This is an optimization exercise on Yosys and OpenROAD, whose aim is small area, a short achievable clock period and few clock cycles, not a production implementation. The RTL was checked by simulation tests, not by an equivalence proof against the original design. Power is estimated from default activity; no workload was simulated.

== build 65 ==
// tinyqv_top
module tinyqv_top (
    input         clk,
    input         rst_n,
    output [27:0] data_addr,
    output  [1:0] data_write_n,
    output  [1:0] data_read_n,
    output [31:0] data_out,
    input         data_ready,
    input  [31:0] data_in,
    input   [3:0] spi_data_in,
    output  [3:0] spi_data_out,
    output  [3:0] spi_data_oe,
    output        spi_clk_out,
    output        spi_flash_select,
    output        spi_ram_a_select,
    output        spi_ram_b_select
);
Settings: LEC_CHECK=0, ABC_AREA=1, CAP_MARGIN=20, CORE_MARGIN=2, CORE_UTILIZATION=40, CTS_CLUSTER_DIAMETER=60, CTS_CLUSTER_SIZE=25, SLEW_MARGIN=20; clock period 15.0 ns.
standard.sh (not shown) runs the stock make flow with config.mk's settings and CLKGATE_MAP_FILE= SYNTH_SCRIPT=/design/flow/synth_recipe.tcl, a recipe that flattens the netlist after the stock synthesis.
==> flow/flow/run.sh <==
#!/bin/bash
# The standard layout (standard.sh: standard synthesis, then ORFS to
# finish at the design's clock period and constraints), with clock tree
# synthesis told not to add dummy loads for balancing, and timing repair
# aiming for 10.5 ns of setup slack.
set -e
export CTS_ARGS="-sink_clustering_enable -repair_clock_nets -sink_clustering_size 25 -sink_clustering_max_diameter 60 -dont_use_dummy_load"
export SETUP_SLACK_MARGIN=10.5
bash standard.sh > standard.log 2>&1
Build 65 completed; timing, DRC and antenna clean
Testbench counts of build 65, summed over its fixed seeds: cycles 547,246.
#### Input delta (build 10 over build 65)
==> flow/run.sh (new file) <==
#!/bin/bash
# synth_recipe.tcl (not shown) runs the flow's synth.tcl, then flattens the netlist and writes it again
# the make line also repeats each setting of config.mk as NAME=value (left out here)
make -C /OpenROAD-flow-scripts/flow DESIGN_CONFIG=/design/flow/config.mk WORK_HOME=/design/flow/orfs CLKGATE_MAP_FILE= SYNTH_SCRIPT=/design/flow/synth_recipe.tcl finish
removed: flow/flow/run.sh
removed: flow/standard.sh
Findings:
Build 10 | status: complete | timing, DRC, antenna: pass. Delta(average detailed-routed wire length per instance, build 10 - build 65) > 0. Share of the core filled with cells in the final layout (lower): build 10. Power share of the clock group on build 10 is up relative to build 65. The number of buffers other than clock buffers in the final layout in build 65 is 1.4 times that in build 10. | remaining global-route overflow | build 65 vs build 10 | ≈ equal |. Power drawn by the sequential cells (build 10 vs. build 65) increases slightly. Setup slack in build 10 is smaller than in build 65. Compared with build 65, build 10 shows first-pass GRT wire length that has gone up slightly. Diff build 65 -> build 10: global-route usage higher, share of total power in combinational logic went down by 3.7 points.
[inputs] build 43 vs build 10
==> flow/flow/run.sh (new file) <==
#!/bin/bash
# The standard layout (standard.sh: standard synthesis, then ORFS to
# finish at the design's clock period and constraints), with clock tree
# synthesis told not to add dummy loads for balancing, and timing repair
# aiming for 9.5 ns of setup slack.
set -e
export CTS_ARGS="-sink_clustering_enable -repair_clock_nets -sink_clustering_size 25 -sink_clustering_max_diameter 60 -dont_use_dummy_load"
export SETUP_SLACK_MARGIN=9.5
bash standard.sh > standard.log 2>&1
==> flow/standard.sh (new file) <==
#!/bin/bash
# synth_recipe.tcl (not shown) runs the flow's synth.tcl, then flattens the netlist and writes it again
# the make line also repeats each setting of config.mk as NAME=value (left out here)
make -C /OpenROAD-flow-scripts/flow DESIGN_CONFIG=/design/flow/config.mk WORK_HOME=/design/flow/orfs CLKGATE_MAP_FILE= SYNTH_SCRIPT=/design/flow/synth_recipe.tcl "${@:-finish}"
removed: flow/run.sh
==> comparison <==
- The run showing the greater routed length per placed instance is build 10.
- Delta (build 43 minus build 10): number of clock buffer instances in the layout moved down; tightest slew margin relative to the limit moved down.
- Diff build 10 -> build 43: non-clock buffer count rose by 17; global-route wire length before repair fell by 9800 um; aggregate global-route resource usage fell by 0.99 points; fraction of standard cell area that is sequential rose by 0.75 points; part of the cycle the worst path needs fell by 3.3 points.
Inputs modified between build 43 and build 20:
--- a/flow/flow/run.sh
+++ b/flow/flow/run.sh
@@ -4,6 +4,6 @@
 # synthesis told not to add dummy loads for balancing, and timing repair
-# aiming for 9.5 ns of setup slack.
+# aiming for 9 ns of setup slack.
 set -e
 export CTS_ARGS="-sink_clustering_enable -repair_clock_nets -sink_clustering_size 25 -sink_clustering_max_diameter 60 -dont_use_dummy_load"
-export SETUP_SLACK_MARGIN=9.5
+export SETUP_SLACK_MARGIN=9
 bash standard.sh > standard.log 2>&1
- Total met2 wirelength after detailed routing: build 20 > build 43
- Register fraction of the total cell area: build 43 vs build 20 — no meaningful difference
- Re met1 wire length: build 20 is 9700 um up on build 43.
- Power (build 20 vs. build 43) increases by a few percent
- Build 20 vs. build 43: wire length moved up, worst setup slack moved down.


Setup of oak:
Another version of the RTL of tinyqv_top (not shown whole).
Size in the first run: roughly 1400 flip-flops, ~120 I/O pins.
Design tinyqv_top, start of the top module:
module tinyqv_top (
    input         clk,
    input         rst_n,
    output [27:0] data_addr,
    output  [1:0] data_write_n,
    output  [1:0] data_read_n,
    output [31:0] data_out,
    input         data_ready,
    input  [31:0] data_in,
    input   [3:0] spi_data_in,
    output  [3:0] spi_data_out,
    output  [3:0] spi_data_oe,
    output        spi_clk_out,
    output        spi_flash_select,
    output        spi_ram_a_select,
    output        spi_ram_b_select
);
    wire        data_read_complete;
    wire [15:0] debug_unused;
    wire  [3:0] debug_rd;
    tinyQV i_tinyqv (
        .clk(clk),
        .rstn(rst_n),
        .data_addr(data_addr),
        .data_write_n(data_write_n),
        .data_read_n(data_read_n),
        .data_read_complete(data_read_complete),
        .data_out(data_out),
        .data_ready(data_ready),
        .data_in(data_in),
        .interrupt_req(16'd0),
        .time_pulse(1'b0),
        .spi_data_in(spi_data_in),
        .spi_data_out(spi_data_out),
        .spi_data_oe(spi_data_oe),
        .spi_clk_out(spi_clk_out),
        .spi_flash_select(spi_flash_select),
        .spi_ram_a_select(spi_ram_a_select),
        .spi_ram_b_select(spi_ram_b_select),
        .debug_instr_complete(debug_unused[0]),
        .debug_instr_ready(debug_unused[1]),
        .debug_instr_valid(debug_unused[2]),
        .debug_fetch_restart(debug_unused[3]),
        .debug_data_ready(debug_unused[4]),
        .debug_interrupt_pending(debug_unused[5]),
        .debug_branch(debug_unused[6]),
        .debug_early_branch(debug_unused[7]),
        .debug_ret(debug_unused[8]),
        .debug_reg_wen(debug_unused[9]),
        .debug_counter_0(debug_unused[10]),
        .debug_data_continue(debug_unused[11]),
        .debug_stall_txn(debug_unused[12]),
        .debug_stop_txn(debug_unused[13]),
        .debug_rd(debug_rd)
    );
    assign debug_unused[15:14] = 2'b00;
    wire _unused = &{data_read_complete, debug_unused, debug_rd, 1'b0};
endmodule
==> flow/config.mk <==
export PLATFORM = sky130hd
export DESIGN_NAME = tinyqv_top
export DESIGN_NICKNAME = tinyqv_top
export VERILOG_FILES = /design/flow/design.v
export SDC_FILE = /design/flow/constraint.sdc
export NUM_CORES = 4
export LEC_CHECK = 0
export ABC_AREA = 1
export CAP_MARGIN = 20
export CORE_MARGIN = 2
export CORE_UTILIZATION = 50
export CTS_CLUSTER_DIAMETER = 60
export CTS_CLUSTER_SIZE = 25
export PLACE_DENSITY = 0.7
export SLEW_MARGIN = 20
==> flow/constraint.sdc <==
create_clock -name core_clock -period 15.0 [get_ports {clk}]
set_input_delay 3.0000 -clock core_clock [delete_from_list [all_inputs] [get_ports {clk}]]
set_output_delay 3.0000 -clock core_clock [all_outputs]
set_load 0.01 [all_outputs]
run.sh (not shown) runs the stock make flow with config.mk's settings and CLKGATE_MAP_FILE= SYNTH_SCRIPT=/design/flow/synth_recipe.tcl, a recipe that flattens the netlist after the stock synthesis.
Stock flow here: none of the scripts above is used.
oak went all the way through synthesis, placement and routing and the layout is clean on timing, DRC and antenna.
Testbench counts of oak, summed over its fixed seeds: cycles 547,246.
## Diff of input files: pine against oak
Settings: clearing PLACE_DENSITY, which used to be 0.7; swapping 50 for 40 in CORE_UTILIZATION.
==> flow/flow/run.sh (new file) <==
#!/bin/bash
# The standard layout (standard.sh: standard synthesis, then ORFS to
# finish at the design's clock period and constraints), with clock tree
# synthesis told not to add dummy loads for balancing, and timing repair
# aiming for 9 ns of setup slack.
set -e
export CTS_ARGS="-sink_clustering_enable -repair_clock_nets -sink_clustering_size 25 -sink_clustering_max_diameter 60 -dont_use_dummy_load"
export SETUP_SLACK_MARGIN=9
bash standard.sh > standard.log 2>&1
==> flow/standard.sh (new file) <==
#!/bin/bash
# synth_recipe.tcl (not shown) runs the flow's synth.tcl, then flattens the netlist and writes it again
# the make line also repeats each setting of config.mk as NAME=value (left out here)
make -C /OpenROAD-flow-scripts/flow DESIGN_CONFIG=/design/flow/config.mk WORK_HOME=/design/flow/orfs CLKGATE_MAP_FILE= SYNTH_SCRIPT=/design/flow/synth_recipe.tcl "${@:-finish}"
removed: flow/run.sh
==> summary.txt <==
pine against oak: detailed-routed wire length on met2 climbed 3.3%, die extent in y climbed 48 um, switching power total dropped about 9%. Against oak, pine comes in about 3% lower on routed wire length per instance. No run among pine and oak stopped early or left any final violation; all are clean. [diff] worst slack on hold paths, pine relative to oak: improvement. For fmax, dividing the value from oak by the value from pine gives 0.926. pine gives more number of inserted filler cells in the final layout than oak did. For the portion of the layout cell area used by clock cells, pine came in 1.5 points lower than oak did. oak has a higher worst endpoint required time than pine. Setup slack sits higher in pine than in oak. Between pine and oak, the non-clock buffer total of the final layout does not differ in any meaningful way.


Starting RTL as in the previous note.
export LEC_CHECK = 0
export ABC_AREA = 1
export CAP_MARGIN = 20
export CORE_MARGIN = 2
export CORE_UTILIZATION = 40
export CTS_CLUSTER_DIAMETER = 60
export CTS_CLUSTER_SIZE = 25
export SLEW_MARGIN = 20
create_clock -name core_clock -period 15.0 [get_ports {clk}]
standard.sh (not shown) runs the stock make flow with config.mk's settings and CLKGATE_MAP_FILE= SYNTH_SCRIPT=/design/flow/synth_recipe.tcl, a recipe that flattens the netlist after the stock synthesis.
==> flow/flow/run.sh <==
#!/bin/bash
# The standard layout (standard.sh: standard synthesis, then ORFS to
# finish at the design's clock period and constraints), with clock tree
# synthesis told not to add dummy loads for balancing.
set -e
export CTS_ARGS="-sink_clustering_enable -repair_clock_nets -sink_clustering_size 25 -sink_clustering_max_diameter 60 -dont_use_dummy_load"
bash standard.sh > standard.log 2>&1
Testbench counts at the start, summed over its fixed seeds: cycles 547,246.
Change:
==> flow/run.sh (new file) <==
#!/bin/bash
# synth_recipe.tcl (not shown) runs the flow's synth.tcl, then flattens the netlist and writes it again
# the make line also repeats each setting of config.mk as NAME=value (left out here)
make -C /OpenROAD-flow-scripts/flow DESIGN_CONFIG=/design/flow/config.mk WORK_HOME=/design/flow/orfs CLKGATE_MAP_FILE= SYNTH_SCRIPT=/design/flow/synth_recipe.tcl finish
removed: flow/flow/run.sh
removed: flow/standard.sh
What happened: The new run produced a clean layout. Clock-buffer cell count is higher by 6. Clock skew is lower by 0.047 ns. Critical path depth is unchanged. Sequential power hardly moves. Via count is higher by 0.33%. Final area is higher by 1.5%. Maximum frequency hardly moves.


Another version of the RTL of tinyqv_top (not shown whole).
Size: about 10000 cells after synthesis, roughly 120 I/O pins.
clock: 15.0 ns
lec_check: 0
abc_area: 1
cap_margin: 20
core_margin: 2
core_utilization: 40
cts_cluster_diameter: 60
cts_cluster_size: 25
slew_margin: 20
run.sh (not shown) runs the stock make flow with config.mk's settings and CLKGATE_MAP_FILE= SYNTH_SCRIPT=/design/flow/synth_recipe.tcl, a recipe that flattens the netlist after the stock synthesis.
Stock flow here: none of the scripts above is used.
The baseline passed the timing, DRC and antenna checks.
Testbench counts at the start, summed over its fixed seeds: cycles 547,246.
Rerun with:
==> flow/flow/run.sh (new file) <==
#!/bin/bash
# The standard layout (standard.sh: standard synthesis, then ORFS to
# finish at the design's clock period and constraints), with clock tree
# synthesis told not to add dummy loads for balancing, and timing repair
# aiming for 9.5 ns of setup slack.
set -e
export CTS_ARGS="-sink_clustering_enable -repair_clock_nets -sink_clustering_size 25 -sink_clustering_max_diameter 60 -dont_use_dummy_load"
export SETUP_SLACK_MARGIN=9.5
bash standard.sh > standard.log 2>&1
==> flow/standard.sh (new file) <==
#!/bin/bash
# synth_recipe.tcl (not shown) runs the flow's synth.tcl, then flattens the netlist and writes it again
# the make line also repeats each setting of config.mk as NAME=value (left out here)
make -C /OpenROAD-flow-scripts/flow DESIGN_CONFIG=/design/flow/config.mk WORK_HOME=/design/flow/orfs CLKGATE_MAP_FILE= SYNTH_SCRIPT=/design/flow/synth_recipe.tcl "${@:-finish}"
removed: flow/run.sh
=> Worst setup slack is better by 0.44 ns. Clock power fell by about a fifth. Register-to-register slack gets better by 0.44 ns. Maximum frequency grows by a little under a tenth. Total power is lower by a few percent. Cell count falls slightly. Final area goes down slightly. Critical path depth rises by 2. Sequential cell count does not change. Routed wire length stays flat.
Rerun with:
--- a/flow/flow/run.sh
+++ b/flow/flow/run.sh
@@ -5 +5 @@
-# aiming for 9.5 ns of setup slack.
+# aiming for 10.5 ns of setup slack.
@@ -8 +8 @@
-export SETUP_SLACK_MARGIN=9.5
+export SETUP_SLACK_MARGIN=10.5
Critical path depth decreases by 17.
Setup slack is better by 0.92 ns.
Core utilization goes up by 0.90 points.
Area after synthesis stays the same.


== rev 12 ==
Another version of the RTL of tinyqv_top (not shown whole).
Size in the first run: ~7200 cells after synthesis, roughly 1400 flip-flops, ~80000 µm² of cells after synthesis.
Design tinyqv_top, start of the top module:
module tinyqv_top (
    input         clk,
    input         rst_n,
    output [27:0] data_addr,
    output  [1:0] data_write_n,
    output  [1:0] data_read_n,
    output [31:0] data_out,
    input         data_ready,
    input  [31:0] data_in,
    input   [3:0] spi_data_in,
    output  [3:0] spi_data_out,
    output  [3:0] spi_data_oe,
    output        spi_clk_out,
    output        spi_flash_select,
    output        spi_ram_a_select,
    output        spi_ram_b_select
);
==> flow/config.mk <==
export PLATFORM = sky130hd
export DESIGN_NAME = tinyqv_top
export DESIGN_NICKNAME = tinyqv_top
export VERILOG_FILES = /design/flow/design.v
export SDC_FILE = /design/flow/constraint.sdc
export NUM_CORES = 4
export LEC_CHECK = 0
export CAP_MARGIN = 20
export CORE_MARGIN = 2
export CORE_UTILIZATION = 40
export CTS_CLUSTER_DIAMETER = 60
export CTS_CLUSTER_SIZE = 25
export SLEW_MARGIN = 20
==> flow/constraint.sdc <==
create_clock -name core_clock -period 15.0 [get_ports {clk}]
set_input_delay 3.0000 -clock core_clock [delete_from_list [all_inputs] [get_ports {clk}]]
set_output_delay 3.0000 -clock core_clock [all_outputs]
set_load 0.01 [all_outputs]
Stock flow here: none of the scripts above is used.
Rev 12: done, clean on timing, DRC and antenna
Testbench counts of rev 12, summed over its fixed seeds: cycles 547,246.
For rev 13, these inputs were changed with respect to rev 12:
Settings: putting ABC_AREA at 1 where nothing was set.
Findings:
Rev 13 reports a higher total power than rev 12 does.
Rev 13 vs rev 12 on post-synthesis net count: rev 13 is the higher one.
Against rev 12, rev 13 comes in 0.78 ns higher on setup slack.
Going from rev 12 to rev 13, final wirelength up 34000 µm; first-pass GRT wire length now larger; share of the final layout cell area in multi-input gates now smaller; number of antenna diodes moved down; switching part of the total shows an increase of 12 points.
Via density per instance for rev 13 is lower than for rev 12.

static timing again, ports no longer ideal:
Ports are ideal in the flow. The routed layouts listed here were re-timed in OpenROAD.
Step 1 (the two cells are an assumption about what drives the block):
set clk [get_ports {clk}]
set_driving_cell -lib_cell sky130_fd_sc_hd__clkbuf_16 $clk
set_driving_cell -lib_cell sky130_fd_sc_hd__buf_2 [delete_from_list [all_inputs] $clk]
Step 2 times the ports against the registers' clock, not the clock port: input delays grow and output delays shrink by t, the midpoint of the rising clock arrivals with the driver on.
Three values: ideal, step 1, step 2; two values: the first two.
run	shift t [ns]	setup WS [ns]	worst register clock-pin slew, ns
build 65	0.871	10.089 / 10.002 / 9.787	0.09 / 0.09
build 10	0.914	9.156 / 9.075 / 9.512	0.09 / 0.09
build 43	0.865	9.644 / 9.560 / 9.670	0.10 / 0.10
build 20	0.870	9.236 / 9.154 / 9.534	0.09 / 0.09
oak	0.871	8.779 / 8.779 / 8.779	0.10 / 0.10
pine	0.852	9.236 / 9.236 / 9.236	0.10 / 0.10
the first run of note 3	0.863	9.064 / 9.064 / 9.064	0.10 / 0.10
the second run of note 3	0.885	9.061 / 9.061 / 9.061	0.10 / 0.10
the first run of note 4	0.916	9.076 / 9.076 / 9.076	0.10 / 0.10
the second run of note 4	0.891	9.513 / 9.513 / 9.513	0.10 / 0.10
the third run of note 4	0.864	10.429 / 10.344 / 9.863	0.10 / 0.10
rev 12	0.879	8.223 / 8.223 / 8.223	0.10 / 0.10
rev 13	0.894	9.004 / 9.004 / 9.004	0.10 / 0.10
After both steps setup and hold are still met in every run listed. The setup slack of the third run of note 4, which loses most, moves by -0.085 ns with the drivers and by -0.566 ns with both steps.
